From an optimization exercise on the open Yosys and OpenROAD flow, aimed at small area; shortcuts taken in it are not production practice.
Function was checked by simulation only, so behaviour that the tests miss may differ from the original.
Power and IR drop assume default switching activity.

Design health_monitor, start of the top module:
module health_monitor(
    input  logic        clk,
    input  logic        rst,
    input  logic [11:0] adc_data,    
    output logic [15:0] led,         
    output logic        pulse,       
    output logic [6:0]  segs_n,
    output logic [7:0]  anode_n,
    output logic        dp_n
    );
Size in the first run: about 360 cells after synthesis, roughly 47 I/O pins, about 0.0033 mm² of cells after synthesis.
clock: 20.0 ns
lec_check: 0
cap_margin: 0
core_margin: 2
core_utilization: 40
gpl_timing_driven: 0
slew_margin: 0
standard.sh (not shown) runs the stock make flow with config.mk's settings and CLKGATE_MAP_FILE= SYNTH_SCRIPT=/design/flow/synth_recipe.tcl, a recipe that flattens the netlist after the stock synthesis.
==> flow/flow/run.sh <==
#!/bin/bash
# Own layout flow.
#  1. the standard synthesis (standard.sh synth), unchanged.
#  2. The combinational logic between the standard synthesis's registers is
#     re-mapped for area: faflip.py feeds full adders whose inputs are mostly
#     inverted the uninverted signals (inverting their outputs instead), then
#     ABC (reopt.ys with each flow/reopt_*.abc script) rebuilds the gates between registers, full
#     adders and tie cells, which are kept as they are (instance names and
#     cell types).  Each candidate must pass a combinational equivalence check
#     (cutregs.py, ceq.ys); the smallest is used, else the standard netlist.
#  3. The standard ORFS layout from floorplan to finish on that netlist, with
#     every port still buffered (by buf_1) and a clock tree of clkbuf_4
#     without dummy loads.
# Each tool's output goes to a log_*.log file in the work folder.
set -euo pipefail
W=$(pwd)
R=$W/orfs/results/$FLOW_PLATFORM/health_monitor/base
YOSYS=${YOSYS_EXE:-$FLOW_HOME/../tools/install/yosys/bin/yosys}
[[ -x $YOSYS ]] || YOSYS=$(command -v yosys)
LIB=$FLOW_HOME/platforms/$FLOW_PLATFORM/lib/sky130_fd_sc_hd__tt_025C_1v80.lib

bash standard.sh synth > $W/log_1_standard_synth.log 2>&1
cp $R/1_2_yosys.v $W/synth_standard.v

python3 $W/flow/faflip.py $W/synth_standard.v $W/synth_faflip.v > $W/log_2a_faflip.log 2>&1
# cells kept as they are: registers, full adders and tie cells
# cells the platform marks don't-use (probe and lpflow cells) stay out of the mapping
DONTUSE=$(grep -oE 'cell *\("?sky130_fd_sc_hd__(probe|lpflow)[a-z0-9_]*' $LIB | grep -oE 'sky130_fd_sc_hd__[a-z0-9_]*' | sort -u | sed 's/^/-dont_use /' | tr '\n' ' ')
KEEP=$(grep -oE 'sky130_fd_sc_hd__(df|edf|sdf|dl|conb|fa_)[a-z0-9_]*' $W/synth_faflip.v | sort -u | tr '\n' ' ')
# each ABC script in flow/reopt_*.abc gives a candidate netlist; the smallest
# one that passes the equivalence check is used
python3 $W/flow/cutregs.py $W/synth_standard.v $W/ceq_gold.v $FLOW_TOP
reopt() {
  local v=$1
  sed -e "s#@LIB@#$LIB#g" -e "s#@KEEP@#$KEEP#g" -e "s#@DONTUSE@#$DONTUSE#g" -e "s#@IN@#$W/synth_faflip.v#g" \
      -e "s#@OUT@#$W/synth_reopt_$v.v#g" -e "s#@ABC@#$W/flow/reopt_$v.abc#g" \
      -e "s#@TOP@#$FLOW_TOP#g" $W/flow/reopt.ys > $W/reopt_$v.ys
  $YOSYS -s $W/reopt_$v.ys > $W/log_2b_reopt_$v.log 2>&1 || return 0
  python3 $W/flow/cutregs.py $W/synth_reopt_$v.v $W/ceq_gate_$v.v $FLOW_TOP
  sed -e "s#@LIB@#$LIB#g" -e "s#@GOLD@#$W/ceq_gold.v#g" -e "s#@GATE@#$W/ceq_gate_$v.v#g" \
      -e "s#@TOP@#$FLOW_TOP#g" $W/flow/ceq.ys > $W/ceq_$v.ys
  if $YOSYS -s $W/ceq_$v.ys > $W/log_2c_ceq_$v.log 2>&1; then
    grep -i 'chip area' $W/log_2b_reopt_$v.log | tail -1 | awk -v f=$W/synth_reopt_$v.v '{print $NF, f}' > $W/cand_$v.txt
  fi
}
VARIANTS=$(cd $W/flow && ls reopt_*.abc | sed 's/^reopt_//; s/\.abc$//')
for v in $VARIANTS; do reopt $v & done
wait
USE=$W/synth_standard.v
if ls $W/cand_*.txt > /dev/null 2>&1; then
  USE=$(cat $W/cand_*.txt | sort -g | head -1 | awk '{print $2}')
fi
echo "netlist used: $USE" > $W/log_2d_netlist.log
cp $USE $R/1_2_yosys.v

bash standard.sh \
  "BUFFER_PORTS_ARGS=-buffer_cell sky130_fd_sc_hd__buf_1" \
  "CTS_ARGS=-sink_clustering_enable -repair_clock_nets -dont_use_dummy_load -buf_list sky130_fd_sc_hd__clkbuf_4 -sink_clustering_size 30 -sink_clustering_max_diameter 100" \
  finish > $W/log_3_layout.log 2>&1
==> flow/flow/reopt_amap3.abc <==
strash
&get -n
&deepsyn -S 3 -T 120
&put
dch -f
amap
topo
==> flow/flow/reopt_amap5.abc <==
strash
&get -n
&deepsyn -S 5 -T 120
&put
dch -f
amap
topo
Other scripts of this flow, unchanged in this note and not shown: flow/flow/ceq.ys, flow/flow/cutregs.py, flow/flow/faflip.py, flow/flow/reopt.ys, flow/flow/reopt_amap.abc, flow/flow/reopt_amap2.abc, flow/flow/reopt_map.abc
Edit:
GPL_TIMING_DRIVEN = default   (was 0)
removed: flow/flow/reopt_amap3.abc
removed: flow/flow/reopt_amap5.abc
Effect: The new run ran to the end with no violations; hold slack improved by 0.013 ns; cell area fell slightly; register-to-register slack got worse by 0.05 ns; setup slack improved by 0.27 ns; global-route usage rose by 2.3 points.
Edit:
==> flow/flow/reopt_amap3.abc (new file) <==
strash
&get -n
&deepsyn -S 3 -T 120
&put
dch -f
amap
topo
==> flow/flow/reopt_amap5.abc (new file) <==
strash
&get -n
&deepsyn -S 5 -T 120
&put
dch -f
amap
topo
Critical path depth shrinks by 1; global-route usage is lower by 1.6 points; sequential power stays flat; design area drops slightly; clock skew is lower by 0.0064 ns; worst setup slack improves by 0.018 ns.
Edit:
CORE_UTILIZATION = 65   (was 40)
GPL_TIMING_DRIVEN = 0   (was default)
Effect: The new run produced a clean layout. Flip-flop and latch count is unchanged. Critical path depth went up by 2. Total power went down by 0.73%.

==> afterwards: timing with drivers on the ports <==
In the flow no input, the clock included, has a driving cell. The finished layouts below were timed again as built, in two steps. Step 1, drivers: a clkbuf_16 drives clk and a buf_2 each remaining input, both assumed. Step 2, shift: input delay + t, output delay - t, t = (earliest + latest rising clock arrival at the registers) / 2. This alone moves slack from input paths to output paths. Three values: no drivers, after step 1, after step 2; two values: the first two.
run | t, ns | setup slack, ns | slew at the worst register clock pin (ns)
the first run | 0.378 | 6.712 / 6.691 / 7.069 | 0.10 / 0.10
the second run | 0.380 | 6.985 / 6.959 / 7.338 | 0.10 / 0.10
the third run | 0.389 | 7.003 / 6.982 / 7.371 | 0.11 / 0.11
the fourth run | 0.410 | 6.591 / 6.565 / 6.976 | 0.10 / 0.10
After both steps setup and hold are still met in every run listed.
